From an optimization exercise on the open Yosys and OpenROAD flow, aimed at a short achievable clock period; shortcuts taken in it are not production practice.
At most, simulation tests tie the RTL to the original design; equivalence was not proved.
Power is estimated from default activity; no workload was simulated.

==> inputs of v3 <==
## ALU_TOP
module ALU_TOP #(
parameter WIDTH =16)
(
  input    wire                       CLK,RST,
  input    wire       [3:0]           ALU_FUN,
  input    wire       [WIDTH-1:0]     A,B,
  output   wire       [WIDTH-1:0]     Arith_Out,
  output   reg        [WIDTH-1:0]     Logic_Out,
  output   reg        [WIDTH-1:0]     CMP_Out,
  output   reg        [WIDTH-1:0]     SHIFT_Out,
  output   reg                        Carry_Out,
  output   reg        [3:0]           flags_reg
);
wire    [3:0] EN_D_out ;   
wire   [WIDTH-1:0]  Arith_Out_c,Logic_Out_c;
wire   [WIDTH-1:0]  CMP_Out_c,SHIFT_Out_c;
wire                Arith_F_c,Logic_F_c,Carry_Out_c;
wire                CMP_F_c,SHIFT_F_c;
wire   [3:0]        flags_c;
wire                Div_sel_c;
wire   [WIDTH-1:0]  Div_Q;
reg    [WIDTH-1:0]  Arith_r;    
assign  flags_c = {SHIFT_F_c,CMP_F_c,Logic_F_c,Arith_F_c} ;
assign  Arith_Out = Arith_r | Div_Q ;
always @(posedge CLK or negedge RST )
begin
    if (!RST)
     begin
        Arith_r   <= 0;
        Carry_Out <= 0;
        Logic_Out <= 0;
        CMP_Out   <= 0;
        SHIFT_Out <= 0;
        flags_reg <= 0;
     end
    else
     begin
        Arith_r   <= Arith_Out_c;
        Carry_Out <= Carry_Out_c;
        Logic_Out <= Logic_Out_c;
        CMP_Out   <= CMP_Out_c;
        SHIFT_Out <= SHIFT_Out_c;
        flags_reg <= flags_c;
     end
end
decoder d_U (
  ...
clock: 34.0 ns
lec_check: 0
cap_margin: 20
core_margin: 2
core_utilization: 40
slew_margin: 20
standard.sh (not shown) runs the stock make flow with config.mk's settings and CLKGATE_MAP_FILE= SYNTH_SCRIPT=/design/flow/synth_recipe.tcl, a recipe that flattens the netlist after the stock synthesis.
==> flow/flow/run.sh <==
#!/bin/bash
# The standard layout (standard.sh: ORFS with the design's SDC and
# settings), with two changes:
#  - ADDER_MAP_FILE is empty, so Yosys does not hard-map adders to the slow
#    fa/ha cells and ABC maps all of the arithmetic for delay;
#  - repair_timing gets a large setup margin, so the resizer keeps shortening
#    the critical paths well past the 34 ns that the SDC asks for.
set -euo pipefail
bash standard.sh ADDER_MAP_FILE= SETUP_SLACK_MARGIN=25  finish > standard_flow.log 2>&1
==> v23 (differences from v3) <==
--- a/flow/design.v
+++ b/flow/design.v
@@ -155,15 +155,15 @@
 wire [4:0] D0_13 = {1'b0, X0} - {1'b0, M13[3:0]};
 wire T0_13 = H0_13_c & ~D0_13[4];
 wire [4:0] D0_14 = {1'b0, X0} - {1'b0, M14[3:0]};
 wire T0_14 = H0_14_c & ~D0_14[4];
 wire [4:0] D0_15 = {1'b0, X0} - {1'b0, M15[3:0]};
 wire T0_15 = H0_15_c & ~D0_15[4];
-wire S0_t0 = 1'b1;
-wire S0_t16 = 1'b0;
-wire S0_0 = S0_t0 & ~T0_1;
+wire T0_0 = 1'b1;
+wire T0_16 = 1'b0;
+wire S0_0 = T0_0 & ~T0_1;
 wire S0_1 = T0_1 & ~T0_2;
 wire S0_2 = T0_2 & ~T0_3;
 wire S0_3 = T0_3 & ~T0_4;
 wire S0_4 = T0_4 & ~T0_5;
 wire S0_5 = T0_5 & ~T0_6;
 wire S0_6 = T0_6 & ~T0_7;
@@ -172,13 +172,13 @@
 wire S0_9 = T0_9 & ~T0_10;
 wire S0_10 = T0_10 & ~T0_11;
 wire S0_11 = T0_11 & ~T0_12;
 wire S0_12 = T0_12 & ~T0_13;
 wire S0_13 = T0_13 & ~T0_14;
 wire S0_14 = T0_14 & ~T0_15;
-wire S0_15 = T0_15 & ~S0_t16;
+wire S0_15 = T0_15 & ~T0_16;
 wire Qd0_0 = S0_1 | S0_3 | S0_5 | S0_7 | S0_9 | S0_11 | S0_13 | S0_15;
 wire Qd0_1 = S0_2 | S0_3 | S0_6 | S0_7 | S0_10 | S0_11 | S0_14 | S0_15;
 wire Qd0_2 = S0_4 | S0_5 | S0_6 | S0_7 | S0_12 | S0_13 | S0_14 | S0_15;
 wire Qd0_3 = S0_8 | S0_9 | S0_10 | S0_11 | S0_12 | S0_13 | S0_14 | S0_15;
 wire [3:0] Qd0 = {Qd0_3, Qd0_2, Qd0_1, Qd0_0};
 wire [3:0] R1 = ({4{S0_0}} & X0[3:0])
@@ -225,15 +225,15 @@
 wire [8:0] D1_13 = {1'b0, X1} - {1'b0, M13[7:0]};
 wire T1_13 = H1_13_c & ~D1_13[8];
 wire [8:0] D1_14 = {1'b0, X1} - {1'b0, M14[7:0]};
 wire T1_14 = H1_14_c & ~D1_14[8];
 wire [8:0] D1_15 = {1'b0, X1} - {1'b0, M15[7:0]};
 wire T1_15 = H1_15_c & ~D1_15[8];
-wire S1_t0 = 1'b1;
-wire S1_t16 = 1'b0;
-wire S1_0 = S1_t0 & ~T1_1;
+wire T1_0 = 1'b1;
+wire T1_16 = 1'b0;
+wire S1_0 = T1_0 & ~T1_1;
 wire S1_1 = T1_1 & ~T1_2;
 wire S1_2 = T1_2 & ~T1_3;
 wire S1_3 = T1_3 & ~T1_4;
 wire S1_4 = T1_4 & ~T1_5;
 wire S1_5 = T1_5 & ~T1_6;
 wire S1_6 = T1_6 & ~T1_7;
@@ -242,13 +242,13 @@
 wire S1_9 = T1_9 & ~T1_10;
 wire S1_10 = T1_10 & ~T1_11;
 wire S1_11 = T1_11 & ~T1_12;
 wire S1_12 = T1_12 & ~T1_13;
 wire S1_13 = T1_13 & ~T1_14;
 wire S1_14 = T1_14 & ~T1_15;
-wire S1_15 = T1_15 & ~S1_t16;
+wire S1_15 = T1_15 & ~T1_16;
 wire Qd1_0 = S1_1 | S1_3 | S1_5 | S1_7 | S1_9 | S1_11 | S1_13 | S1_15;
 wire Qd1_1 = S1_2 | S1_3 | S1_6 | S1_7 | S1_10 | S1_11 | S1_14 | S1_15;
 wire Qd1_2 = S1_4 | S1_5 | S1_6 | S1_7 | S1_12 | S1_13 | S1_14 | S1_15;
 wire Qd1_3 = S1_8 | S1_9 | S1_10 | S1_11 | S1_12 | S1_13 | S1_14 | S1_15;
 wire [3:0] Qd1 = {Qd1_3, Qd1_2, Qd1_1, Qd1_0};
 wire [7:0] R2 = ({8{S1_0}} & X1[7:0])
@@ -450,15 +450,15 @@
 wire [12:0] D2_13 = {1'b0, X2} - {1'b0, r_M13[11:0]};
 wire T2_13 = r_H2_13 & ~D2_13[12];
 wire [12:0] D2_14 = {1'b0, X2} - {1'b0, r_M14[11:0]};
 wire T2_14 = r_H2_14 & ~D2_14[12];
 wire [12:0] D2_15 = {1'b0, X2} - {1'b0, r_M15[11:0]};
 wire T2_15 = r_H2_15 & ~D2_15[12];
-wire S2_t0 = 1'b1;
-wire S2_t16 = 1'b0;
-wire S2_0 = S2_t0 & ~T2_1;
+wire T2_0 = 1'b1;
+wire T2_16 = 1'b0;
+wire S2_0 = T2_0 & ~T2_1;
 wire S2_1 = T2_1 & ~T2_2;
 wire S2_2 = T2_2 & ~T2_3;
 wire S2_3 = T2_3 & ~T2_4;
 wire S2_4 = T2_4 & ~T2_5;
 wire S2_5 = T2_5 & ~T2_6;
 wire S2_6 = T2_6 & ~T2_7;
@@ -467,13 +467,13 @@
 wire S2_9 = T2_9 & ~T2_10;
 wire S2_10 = T2_10 & ~T2_11;
 wire S2_11 = T2_11 & ~T2_12;
 wire S2_12 = T2_12 & ~T2_13;
 wire S2_13 = T2_13 & ~T2_14;
 wire S2_14 = T2_14 & ~T2_15;
-wire S2_15 = T2_15 & ~S2_t16;
+wire S2_15 = T2_15 & ~T2_16;
 wire Qd2_0 = S2_1 | S2_3 | S2_5 | S2_7 | S2_9 | S2_11 | S2_13 | S2_15;
 wire Qd2_1 = S2_2 | S2_3 | S2_6 | S2_7 | S2_10 | S2_11 | S2_14 | S2_15;
 wire Qd2_2 = S2_4 | S2_5 | S2_6 | S2_7 | S2_12 | S2_13 | S2_14 | S2_15;
 wire Qd2_3 = S2_8 | S2_9 | S2_10 | S2_11 | S2_12 | S2_13 | S2_14 | S2_15;
 wire [3:0] Qd2 = {Qd2_3, Qd2_2, Qd2_1, Qd2_0};
 wire [11:0] R3 = ({12{S2_0}} & X2[11:0])
@@ -520,15 +520,15 @@
 wire [16:0] D3_13 = {1'b0, X3} - {1'b0, r_M13[15:0]};
 wire T3_13 = r_H3_13 & ~D3_13[16];
 wire [16:0] D3_14 = {1'b0, X3} - {1'b0, r_M14[15:0]};
 wire T3_14 = r_H3_14 & ~D3_14[16];
 wire [16:0] D3_15 = {1'b0, X3} - {1'b0, r_M15[15:0]};
 wire T3_15 = r_H3_15 & ~D3_15[16];
-wire S3_t0 = 1'b1;
-wire S3_t16 = 1'b0;
-wire S3_0 = S3_t0 & ~T3_1;
+wire T3_0 = 1'b1;
+wire T3_16 = 1'b0;
+wire S3_0 = T3_0 & ~T3_1;
 wire S3_1 = T3_1 & ~T3_2;
 wire S3_2 = T3_2 & ~T3_3;
 wire S3_3 = T3_3 & ~T3_4;
 wire S3_4 = T3_4 & ~T3_5;
 wire S3_5 = T3_5 & ~T3_6;
 wire S3_6 = T3_6 & ~T3_7;
@@ -537,13 +537,13 @@
 wire S3_9 = T3_9 & ~T3_10;
 wire S3_10 = T3_10 & ~T3_11;
 wire S3_11 = T3_11 & ~T3_12;
 wire S3_12 = T3_12 & ~T3_13;
 wire S3_13 = T3_13 & ~T3_14;
 wire S3_14 = T3_14 & ~T3_15;
-wire S3_15 = T3_15 & ~S3_t16;
+wire S3_15 = T3_15 & ~T3_16;
 wire Qd3_0 = S3_1 | S3_3 | S3_5 | S3_7 | S3_9 | S3_11 | S3_13 | S3_15;
 wire Qd3_1 = S3_2 | S3_3 | S3_6 | S3_7 | S3_10 | S3_11 | S3_14 | S3_15;
 wire Qd3_2 = S3_4 | S3_5 | S3_6 | S3_7 | S3_12 | S3_13 | S3_14 | S3_15;
 wire Qd3_3 = S3_8 | S3_9 | S3_10 | S3_11 | S3_12 | S3_13 | S3_14 | S3_15;
 wire [3:0] Qd3 = {Qd3_3, Qd3_2, Qd3_1, Qd3_0};
 assign Q = {16{r_EN}} & {r_Q, Qd2, Qd3};
==> flow/flow/run.sh (replaced) <==
#!/bin/bash
# The standard layout (standard.sh: ORFS with the design's SDC and
# settings), with two changes:
#  - repair_timing gets a large setup margin, so the resizer keeps shortening
#    the critical paths well past the 34 ns that the SDC asks for;
#  - the port buffers that buffer_ports inserts are buf_4 cells rather than
#    the slow delay cells it picks by default.
set -euo pipefail
bash standard.sh SETUP_SLACK_MARGIN=25 'BUFFER_PORTS_ARGS=-buffer_cell sky130_fd_sc_hd__buf_4' finish > standard_flow.log 2>&1
==> v22 (differences from v3) <==
--- a/flow/design.v
+++ b/flow/design.v
@@ -155,15 +155,15 @@
 wire [4:0] D0_13 = {1'b0, X0} - {1'b0, M13[3:0]};
 wire T0_13 = H0_13_c & ~D0_13[4];
 wire [4:0] D0_14 = {1'b0, X0} - {1'b0, M14[3:0]};
 wire T0_14 = H0_14_c & ~D0_14[4];
 wire [4:0] D0_15 = {1'b0, X0} - {1'b0, M15[3:0]};
 wire T0_15 = H0_15_c & ~D0_15[4];
-wire S0_t0 = 1'b1;
-wire S0_t16 = 1'b0;
-wire S0_0 = S0_t0 & ~T0_1;
+wire T0_0 = 1'b1;
+wire T0_16 = 1'b0;
+wire S0_0 = T0_0 & ~T0_1;
 wire S0_1 = T0_1 & ~T0_2;
 wire S0_2 = T0_2 & ~T0_3;
 wire S0_3 = T0_3 & ~T0_4;
 wire S0_4 = T0_4 & ~T0_5;
 wire S0_5 = T0_5 & ~T0_6;
 wire S0_6 = T0_6 & ~T0_7;
@@ -172,13 +172,13 @@
 wire S0_9 = T0_9 & ~T0_10;
 wire S0_10 = T0_10 & ~T0_11;
 wire S0_11 = T0_11 & ~T0_12;
 wire S0_12 = T0_12 & ~T0_13;
 wire S0_13 = T0_13 & ~T0_14;
 wire S0_14 = T0_14 & ~T0_15;
-wire S0_15 = T0_15 & ~S0_t16;
+wire S0_15 = T0_15 & ~T0_16;
 wire Qd0_0 = S0_1 | S0_3 | S0_5 | S0_7 | S0_9 | S0_11 | S0_13 | S0_15;
 wire Qd0_1 = S0_2 | S0_3 | S0_6 | S0_7 | S0_10 | S0_11 | S0_14 | S0_15;
 wire Qd0_2 = S0_4 | S0_5 | S0_6 | S0_7 | S0_12 | S0_13 | S0_14 | S0_15;
 wire Qd0_3 = S0_8 | S0_9 | S0_10 | S0_11 | S0_12 | S0_13 | S0_14 | S0_15;
 wire [3:0] Qd0 = {Qd0_3, Qd0_2, Qd0_1, Qd0_0};
 wire [3:0] R1 = ({4{S0_0}} & X0[3:0])
@@ -225,15 +225,15 @@
 wire [8:0] D1_13 = {1'b0, X1} - {1'b0, M13[7:0]};
 wire T1_13 = H1_13_c & ~D1_13[8];
 wire [8:0] D1_14 = {1'b0, X1} - {1'b0, M14[7:0]};
 wire T1_14 = H1_14_c & ~D1_14[8];
 wire [8:0] D1_15 = {1'b0, X1} - {1'b0, M15[7:0]};
 wire T1_15 = H1_15_c & ~D1_15[8];
-wire S1_t0 = 1'b1;
-wire S1_t16 = 1'b0;
-wire S1_0 = S1_t0 & ~T1_1;
+wire T1_0 = 1'b1;
+wire T1_16 = 1'b0;
+wire S1_0 = T1_0 & ~T1_1;
 wire S1_1 = T1_1 & ~T1_2;
 wire S1_2 = T1_2 & ~T1_3;
 wire S1_3 = T1_3 & ~T1_4;
 wire S1_4 = T1_4 & ~T1_5;
 wire S1_5 = T1_5 & ~T1_6;
 wire S1_6 = T1_6 & ~T1_7;
@@ -242,13 +242,13 @@
 wire S1_9 = T1_9 & ~T1_10;
 wire S1_10 = T1_10 & ~T1_11;
 wire S1_11 = T1_11 & ~T1_12;
 wire S1_12 = T1_12 & ~T1_13;
 wire S1_13 = T1_13 & ~T1_14;
 wire S1_14 = T1_14 & ~T1_15;
-wire S1_15 = T1_15 & ~S1_t16;
+wire S1_15 = T1_15 & ~T1_16;
 wire Qd1_0 = S1_1 | S1_3 | S1_5 | S1_7 | S1_9 | S1_11 | S1_13 | S1_15;
 wire Qd1_1 = S1_2 | S1_3 | S1_6 | S1_7 | S1_10 | S1_11 | S1_14 | S1_15;
 wire Qd1_2 = S1_4 | S1_5 | S1_6 | S1_7 | S1_12 | S1_13 | S1_14 | S1_15;
 wire Qd1_3 = S1_8 | S1_9 | S1_10 | S1_11 | S1_12 | S1_13 | S1_14 | S1_15;
 wire [3:0] Qd1 = {Qd1_3, Qd1_2, Qd1_1, Qd1_0};
 wire [7:0] R2 = ({8{S1_0}} & X1[7:0])
@@ -450,15 +450,15 @@
 wire [12:0] D2_13 = {1'b0, X2} - {1'b0, r_M13[11:0]};
 wire T2_13 = r_H2_13 & ~D2_13[12];
 wire [12:0] D2_14 = {1'b0, X2} - {1'b0, r_M14[11:0]};
 wire T2_14 = r_H2_14 & ~D2_14[12];
 wire [12:0] D2_15 = {1'b0, X2} - {1'b0, r_M15[11:0]};
 wire T2_15 = r_H2_15 & ~D2_15[12];
-wire S2_t0 = 1'b1;
-wire S2_t16 = 1'b0;
-wire S2_0 = S2_t0 & ~T2_1;
+wire T2_0 = 1'b1;
+wire T2_16 = 1'b0;
+wire S2_0 = T2_0 & ~T2_1;
 wire S2_1 = T2_1 & ~T2_2;
 wire S2_2 = T2_2 & ~T2_3;
 wire S2_3 = T2_3 & ~T2_4;
 wire S2_4 = T2_4 & ~T2_5;
 wire S2_5 = T2_5 & ~T2_6;
 wire S2_6 = T2_6 & ~T2_7;
@@ -467,13 +467,13 @@
 wire S2_9 = T2_9 & ~T2_10;
 wire S2_10 = T2_10 & ~T2_11;
 wire S2_11 = T2_11 & ~T2_12;
 wire S2_12 = T2_12 & ~T2_13;
 wire S2_13 = T2_13 & ~T2_14;
 wire S2_14 = T2_14 & ~T2_15;
-wire S2_15 = T2_15 & ~S2_t16;
+wire S2_15 = T2_15 & ~T2_16;
 wire Qd2_0 = S2_1 | S2_3 | S2_5 | S2_7 | S2_9 | S2_11 | S2_13 | S2_15;
 wire Qd2_1 = S2_2 | S2_3 | S2_6 | S2_7 | S2_10 | S2_11 | S2_14 | S2_15;
 wire Qd2_2 = S2_4 | S2_5 | S2_6 | S2_7 | S2_12 | S2_13 | S2_14 | S2_15;
 wire Qd2_3 = S2_8 | S2_9 | S2_10 | S2_11 | S2_12 | S2_13 | S2_14 | S2_15;
 wire [3:0] Qd2 = {Qd2_3, Qd2_2, Qd2_1, Qd2_0};
 wire [11:0] R3 = ({12{S2_0}} & X2[11:0])
@@ -520,15 +520,15 @@
 wire [16:0] D3_13 = {1'b0, X3} - {1'b0, r_M13[15:0]};
 wire T3_13 = r_H3_13 & ~D3_13[16];
 wire [16:0] D3_14 = {1'b0, X3} - {1'b0, r_M14[15:0]};
 wire T3_14 = r_H3_14 & ~D3_14[16];
 wire [16:0] D3_15 = {1'b0, X3} - {1'b0, r_M15[15:0]};
 wire T3_15 = r_H3_15 & ~D3_15[16];
-wire S3_t0 = 1'b1;
-wire S3_t16 = 1'b0;
-wire S3_0 = S3_t0 & ~T3_1;
+wire T3_0 = 1'b1;
+wire T3_16 = 1'b0;
+wire S3_0 = T3_0 & ~T3_1;
 wire S3_1 = T3_1 & ~T3_2;
 wire S3_2 = T3_2 & ~T3_3;
 wire S3_3 = T3_3 & ~T3_4;
 wire S3_4 = T3_4 & ~T3_5;
 wire S3_5 = T3_5 & ~T3_6;
 wire S3_6 = T3_6 & ~T3_7;
@@ -537,13 +537,13 @@
 wire S3_9 = T3_9 & ~T3_10;
 wire S3_10 = T3_10 & ~T3_11;
 wire S3_11 = T3_11 & ~T3_12;
 wire S3_12 = T3_12 & ~T3_13;
 wire S3_13 = T3_13 & ~T3_14;
 wire S3_14 = T3_14 & ~T3_15;
-wire S3_15 = T3_15 & ~S3_t16;
+wire S3_15 = T3_15 & ~T3_16;
 wire Qd3_0 = S3_1 | S3_3 | S3_5 | S3_7 | S3_9 | S3_11 | S3_13 | S3_15;
 wire Qd3_1 = S3_2 | S3_3 | S3_6 | S3_7 | S3_10 | S3_11 | S3_14 | S3_15;
 wire Qd3_2 = S3_4 | S3_5 | S3_6 | S3_7 | S3_12 | S3_13 | S3_14 | S3_15;
 wire Qd3_3 = S3_8 | S3_9 | S3_10 | S3_11 | S3_12 | S3_13 | S3_14 | S3_15;
 wire [3:0] Qd3 = {Qd3_3, Qd3_2, Qd3_1, Qd3_0};
 assign Q = {16{r_EN}} & {r_Q, Qd2, Qd3};
==> flow/run.sh (new file) <==
#!/bin/bash
# synth_recipe.tcl (not shown) runs the flow's synth.tcl, then flattens the netlist and writes it again
# the make line also repeats each setting of config.mk as NAME=value (left out here)
make -C /OpenROAD-flow-scripts/flow DESIGN_CONFIG=/design/flow/config.mk WORK_HOME=/design/flow/orfs CLKGATE_MAP_FILE= SYNTH_SCRIPT=/design/flow/synth_recipe.tcl finish
removed: flow/flow/run.sh
removed: flow/standard.sh
==> qor summary <==
	v23	v22	v3
Outcome	complete, no violations	complete, no violations	complete, no violations
Dpl cells	5356	5396	5161
Largest fanout on the critical path	6	15	7
Tcrit/Tclk final	38.1%	45.0%	38.5%
Max Freq	77.2 MHz	65.3 MHz	76.5 MHz
Area of the multi-input gates	31600 sq um	27300 sq um	28500 sq um
Number of buffers created by CTS	28	28	25
Wirelength per Cell	27.7 um	25.7 um	29.7 um
Arithmetic-cell share of the synthesized area counting full adders, half adders and majority gates	29.9%	29.9%	10.5%
Detailed-routing iteration count for the pre-antenna-repair pass	6	8	8
Portion of the layout cell area used by clock cells	2.05%	2.54%	1.93%
Post-route cell area	46700 sq um	38200 sq um	45200 sq um
Die width	299 um	299 um	287 um
Post-Synth XOR/XNOR Area	8.54%	8.54%	19.2%
Sequential cell area in the final layout	5530 sq um	5510 sq um	5550 sq um
Number of buffers and inverters on the critical path	5	3	10
Switching power	1140 uW	951 uW	932 uW
Global-route met1 utilization	43.3%	39.4%	47.7%
Final Util	54.0%	44.2%	57.0%
Proportion of netlist area held by the largest area contributor	23.8%	23.8%	17.1%
Average cell area after synthesis	8.32 sq um	8.32 sq um	7.55 sq um
Internal Power	1250 uW	1020 uW	1070 uW
Function not checked in v3: the RTL went through the layout flow alone.

## static timing again, ports no longer ideal
No port has a modelled driver above. Below, the same layouts with a new extraction and two added sets of constraints.
Step 1 (the two cells are an assumption about what drives the block):
set clk [get_ports {CLK}]
set_driving_cell -lib_cell sky130_fd_sc_hd__clkbuf_16 $clk
set_driving_cell -lib_cell sky130_fd_sc_hd__buf_2 [delete_from_list [all_inputs] $clk]
Step 2 times the ports against the registers' clock, not the clock port: input delays grow and output delays shrink by t, the midpoint of the rising clock arrivals with the driver on.
Slacks: no drivers / after step 1 / after step 2; pairs: no drivers / after step 1.
| run | shift t [ns] | setup WS [ns] | worst setup path at the end |
|---|---|---|---|
| v3 | 0.619 | 20.925 / 20.872 / 21.491 | register to output |
| v23 | 0.651 | 21.046 / 20.986 / 21.637 | register to output |
| v22 | 0.641 | 18.696 / 18.632 / 18.932 | input to register |
After both steps every run listed still meets setup and hold.
